Context: an optimization exercise on an open-source flow, tuned for small area and a short achievable clock period. The choices shown serve that exercise and are no tape-out recipe. Only simulation tests tie the RTL to the original design; equivalence was not proved.

==> flow/design.v (outline; a module is shown in full before it is edited, if it fits) <==
// module mul2: 460 lines
// module mac3_r0: 528 lines
// module fin3_r0: 46 lines
// module mac3_rn: 529 lines
// module fin3_rn: 46 lines
// module systolic_array: 225 lines
module systolic_array #(
    parameter DATA_W = 16,
    parameter DIM = 4
) (
    input  logic clk,
    input  logic rst_n,
    input  logic [DIM*DATA_W-1:0] a_in,
    input  logic [DIM*DATA_W-1:0] b_in,
    input  logic valid_in,
    output logic [DIM*2*DATA_W-1:0] c_out,
    output logic valid_out
);
  // ...
==> flow/flow/run.sh <==
#!/bin/bash
set -euo pipefail
bash standard.sh SETUP_SLACK_MARGIN=5.5 "BUFFER_PORTS_ARGS=-buffer_cell sky130_fd_sc_hd__buf_2" finish > standard.log 2>&1
==> flow/standard.sh <==
#!/bin/bash
# synth_recipe.tcl (not shown) runs the flow's synth.tcl, then flattens the netlist and writes it again
# the make line also repeats each setting of config.mk as NAME=value (left out here)
make -C /OpenROAD-flow-scripts/flow DESIGN_CONFIG=/design/flow/config.mk WORK_HOME=/design/flow/orfs CLKGATE_MAP_FILE= SYNTH_SCRIPT=/design/flow/synth_recipe.tcl "${@:-finish}"
==> flow/config.mk <==
export PLATFORM = sky130hd
export DESIGN_NAME = systolic_array
export DESIGN_NICKNAME = systolic_array
export VERILOG_FILES = /design/flow/design.v
export SDC_FILE = /design/flow/constraint.sdc
export NUM_CORES = 4
export LEC_CHECK = 0
export CAP_MARGIN = 20
export CORE_MARGIN = 2
export CORE_UTILIZATION = 40
export CTS_BUF_LIST = sky130_fd_sc_hd__clkbuf_8
export SLEW_MARGIN = 20
==> flow/constraint.sdc <==
create_clock -name core_clock -period 9.0 [get_ports {clk}]
set_input_delay 1.8000 -clock core_clock [delete_from_list [all_inputs] [get_ports {clk}]]
set_output_delay 1.8000 -clock core_clock [all_outputs]
set_load 0.01 [all_outputs]
==> flow_metrics.env, run 1 <==
export IMPL_wl_met1_um=147000
export IMPL_regToRegEndpoint="acc1_0_3[31]"
export IMPL_ant_nets=0
export IMPL_drive_gt1_frac=0.180
export IMPL_clkbuf_count=327
export IMPL_critPathArrivalTime_ns=4.58
export IMPL_regToRegSetupSlack_ns=5.28
export IMPL_synthesis_area_um2=119000
export IMPL_synthAdderAreaFrac=0.207
export IMPL_slowest_delay_ns=0.57
export IMPL_htreeDepth=5
export IMPL_seq_area_um2=48000
export IMPL_grt_usage=0.219
export IMPL_numClockSinks=1651
export IMPL_multi_input_gates=7356
export IMPL_skew_ns=0.0740
export IMPL_highest_layer="met5"
export IMPL_clk_pin_slew_ns=0.07
export IMPL_post_route_drc_count=0
export IMPL_cts_tree="done"
export IMPL_multi_input_area_share=0.463
export IMPL_busiest_layer="met2"
export IMPL_synth_top_family_by_area="adder cells"
export IMPL_status="complete, no violations"
export IMPL_grt_pass1_vias=84700
export IMPL_areaGrowthSynthToFinish_pct=17.2
export IMPL_path_depth=11
export IMPL_holdCritPathClass="flip-flop to flip-flop"
==> run 2: changes to the inputs <==
--- a/flow/config.mk
+++ b/flow/config.mk
@@ -10,3 +10,4 @@
 export CORE_UTILIZATION = 40
 export CTS_BUF_LIST = sky130_fd_sc_hd__clkbuf_8
+export PLACE_DENSITY = 0.7
 export SLEW_MARGIN = 20
==> run 2 against run 1 <==
Via count is 1.4% lower. Fmax increased by 4.1%. Synthesized area unchanged. Non-clock buffer count fell by 74. Still clean. Utilization decreased by 0.67 points. Routed wire length is 7.2% lower. Clock skew increased by 0.0031 ns. Design area is 1.4% lower. Synthesized cell count did not move.
==> flow_metrics.env, run 2 <==
export IMPL_die_w_um=550
export IMPL_timing_final_crit_share=0.397
export IMPL_relSlewSlack=0.320
export IMPL_n_fill_cell=26500
export IMPL_cts_hold_buf=0
export IMPL_worst_pin_slew_ns=1.02
export IMPL_numClockSinks=1651
export IMPL_start_util=0.402
export IMPL_port_buffers=259
export IMPL_root_buffer="clkbuf_8"
export IMPL_vias=84000
export IMPL_layout_min_cycle_time_ns=3.58
export IMPL_rows=200
export IMPL_slew_violations=0
export IMPL_r2r_start="a1_0_2[9]"
export IMPL_insertion_delay_ns=1.04
export IMPL_ant_nets=0
export IMPL_antenna_found_initial=20
export IMPL_fin_util=0.465
export IMPL_regToRegSetupSlack_ns=5.48
export IMPL_areaGrowthSynthToFinish_pct=15.6
export IMPL_first_pass_iters=8
export IMPL_grt_max_degree=152
export IMPL_routed_via_density=5.36
export IMPL_whs_path_depth=0
export IMPL_first_iter_violations=8232
export IMPL_synth_most_common_cell="edfxtp_1"
export IMPL_dp_final_hpwl_um=201000
export IMPL_htreeDepth=5
export IMPL_syn_num_nets=12700
export IMPL_synth_top_cell_by_area="edfxtp_1"
export IMPL_crit_path_frequent_cell="fa_1"
export IMPL_regToRegEndpoint="x0_0_3[18]"
export IMPL_synth_edf_count=1323
export IMPL_grt_pass1_vias=80500
export IMPL_path_max_fanout=20
export IMPL_finalSetupViolations=0
export IMPL_grt_pass1_wl_um=480000
export IMPL_hold_path_end="a1_3_0[9]"
export IMPL_finalWirelength_um=324000
export IMPL_place_inst=14700
export IMPL_final_common_cell="edfxtp_1"
export IMPL_critPathKind="primary input to flip-flop"
export IMPL_synth_cell_types=72
export IMPL_post_route_drc_count=0
export IMPL_startpoint_type="primary input"
export IMPL_crit_slowest_cell="fa_1"
export IMPL_rsz0062_at_grt="true"
export IMPL_layout_common_cells="1323 x edfxtp_1, 1301 x inv_1, 885 x fa_1, 872 x xor2_1, 813 x nand2_1"
export IMPL_dieHeight_um=550
export IMPL_fmax_mhz=280
export IMPL_place_gp_congestion=0.867
export IMPL_synthesis_area_um2=119000
export IMPL_ys_warn_count=1
export IMPL_grt_usage=0.202
export IMPL_crit_chain="buf_12, xor2_1, nand2_1, o21ai_0, fa_1, inv_1, fa_1, fa_1, inv_1, fa_1"
export IMPL_critPathArrivalTime_ns=4.33
export IMPL_required_ns=9.75
export IMPL_clk_path_buf_depth=4
export IMPL_avgSynthCellArea_um2=10.7
export IMPL_drive_gt1_frac=0.163
export IMPL_cts_tree="done"
export IMPL_multi_input_area_um2=64300
export IMPL_holdCritPathClass="flip-flop to flip-flop"
export IMPL_netlist_top_cells_count="1323 x edfxtp_1, 1246 x inv_1, 961 x fa_1"
export IMPL_skew_ns=0.0771
export IMPL_fin_nets=13000
export IMPL_status="complete, no violations"
export IMPL_worst_setup_path_end_kind="flip-flop"
export IMPL_path_depth=10
export IMPL_hp_start="a0_3_0[9]"
export IMPL_cts_buffers_inserted=295
export IMPL_slowest_delay_ns=0.53
export IMPL_final_cells=15700
export IMPL_seq_area_um2=48000
export IMPL_ys_ff_latch=1651
export IMPL_cp_top_family="adder cells"
export IMPL_crit_buf_inv=3
export IMPL_synthArstFlopShare=0.199
export IMPL_syn_inst=11200
export IMPL_synth_top_flop_cell="edfxtp_1"
export IMPL_overflow=0
export IMPL_boundaryPins=260
export IMPL_design_core_area_um2=297000
export IMPL_die_area_um2=303000
export IMPL_hold_violations=0
export IMPL_yosysSeqAreaShare=0.402
export IMPL_setup_tns_ns=0
export IMPL_avgRoutedWirePerCell_um=20.6
export IMPL_reg2reg_depth=9
export IMPL_clk_pin_slew_ns=0.06
export IMPL_top_regs="x0_1_3 (66), x0_2_3 (66), x0_3_3 (66)"
export IMPL_synth_area_top_cells="edfxtp_1 33%, fa_1 16%, dfrtp_1 6.9%, xor2_1 6.4%, ha_1 4.6%"
export IMPL_synth_top_area_frac=0.333
export IMPL_drv_cap=0
==> run 2: cell types whose count changed in the layout (fill, tap and decap cells not counted), sizes merged <==
cell / change
clkbuf: +4
bufinv: -13
and2: +1
bufbuf: -12
buf: -75
diode: -11
inv: -18
clkinv: +19
==> run 2: cells by family (layout without fill, tap and decap cells) <==
logic type	Yosys count	in the layout	synth area share
buffers and inverters	2171	2737	0.0683
multiplexers	692	692	0.0607
other	0	6	0
XOR/XNOR	1108	1108	0.0813
flip-flops	1651	1651	0.402
AO/OA/AOI/OAI	2303	2303	0.116
AND/OR/NAND/NOR	1845	1851	0.0649
adder cells (fa/ha/maj)	1403	1403	0.207
==> run 2: what timing repair did <==
| action | 4_1_cts | 5_1_grt |
|---|---|---|
| resized for setup | 373 | 364 |
| pin swaps | 29 | 104 |
| setup endpoints to repair | 342 | 176 |
| gates cloned | 31 | 58 |
| buffers inserted | 193 | 172 |
==> run 2: area by class of cell <==
cell class | instances | share of cell area
Multi-Input combinational cell | 7357 | 0.466
Sequential cell | 1651 | 0.348
Timing Repair Buffer | 939 | 0.0718
Tap cell | 3939 | 0.0357
Inverter | 1262 | 0.0356
Clock buffer | 318 | 0.0317
Clock inverter | 218 | 0.0110
Antenna cell | 6 | 0.000109
==> run 2: how the worst max path moves through the flow <==
| stage | endpoint | start |
|---|---|---|
| final | x0_0_3[41] | b_in[60] |
| after floorplan | b0_0_3[0] | v0[3] |
| after global placement | x0_0_3[18] | b_in[54] |
| after global routing | x0_0_3[41] | a1_0_2[5] |
| after CTS | x0_0_3[18] | a1_0_2[9] |
| after detailed placement | x0_0_3[18] | b_in[54] |
==> run 2: metal layers <==
metal | vias up | part of all wire | global-route usage
li1 | 38400 | - | -
met1 | 40700 | 0.41 | 0.279
met2 | 3983 | 0.45 | 0.318
met3 | 865 | 0.089 | 0.0349
met4 | 24 | 0.042 | 0.0724
met5 | - | 0.00050 | 0
==> run 2: through the flow <==
| step | setup slack, ns | hold WS, ns | instance area (um^2) |
|---|---|---|---|
| 6_report | 5.42 | 0.383 | 138000 |
| 5_1_grt | 5.36 | 0.392 | 138000 |
| 2_1_floorplan | 2.77 | 0.400 | 120000 |
| 4_1_cts | 5.38 | 0.393 | 134000 |
| 3_3_place_gp | 3.87 | 0.400 | 124000 |
| 3_5_place_dp | 3.85 | 0.405 | 124000 |

## port drivers added, routing unchanged
No port has a modelled driver above. Below, the same layouts with a new extraction and two added sets of constraints.
Step 1: set_driving_cell puts a clkbuf_16 on clk and a buf_2 on each other input, an assumption about the parent block.
Step 2, shift: input delay + t, output delay - t, t = (earliest + latest rising clock arrival at the registers) / 2. This alone moves slack from input paths to output paths.
Slacks: ideal / step 1 / step 2; pairs: ideal / step 1.
run	t, ns	setup WS [ns]	worst register clock-pin slew, ns
run 1	1.114	5.276 / 5.276 / 4.256	0.08 / 0.08
run 2	1.091	5.423 / 5.319 / 4.227	0.07 / 0.07
After both steps every run listed still meets setup and hold. The setup slack of run 2, which loses most, moves by -0.104 ns with the drivers and by -1.196 ns with both steps.
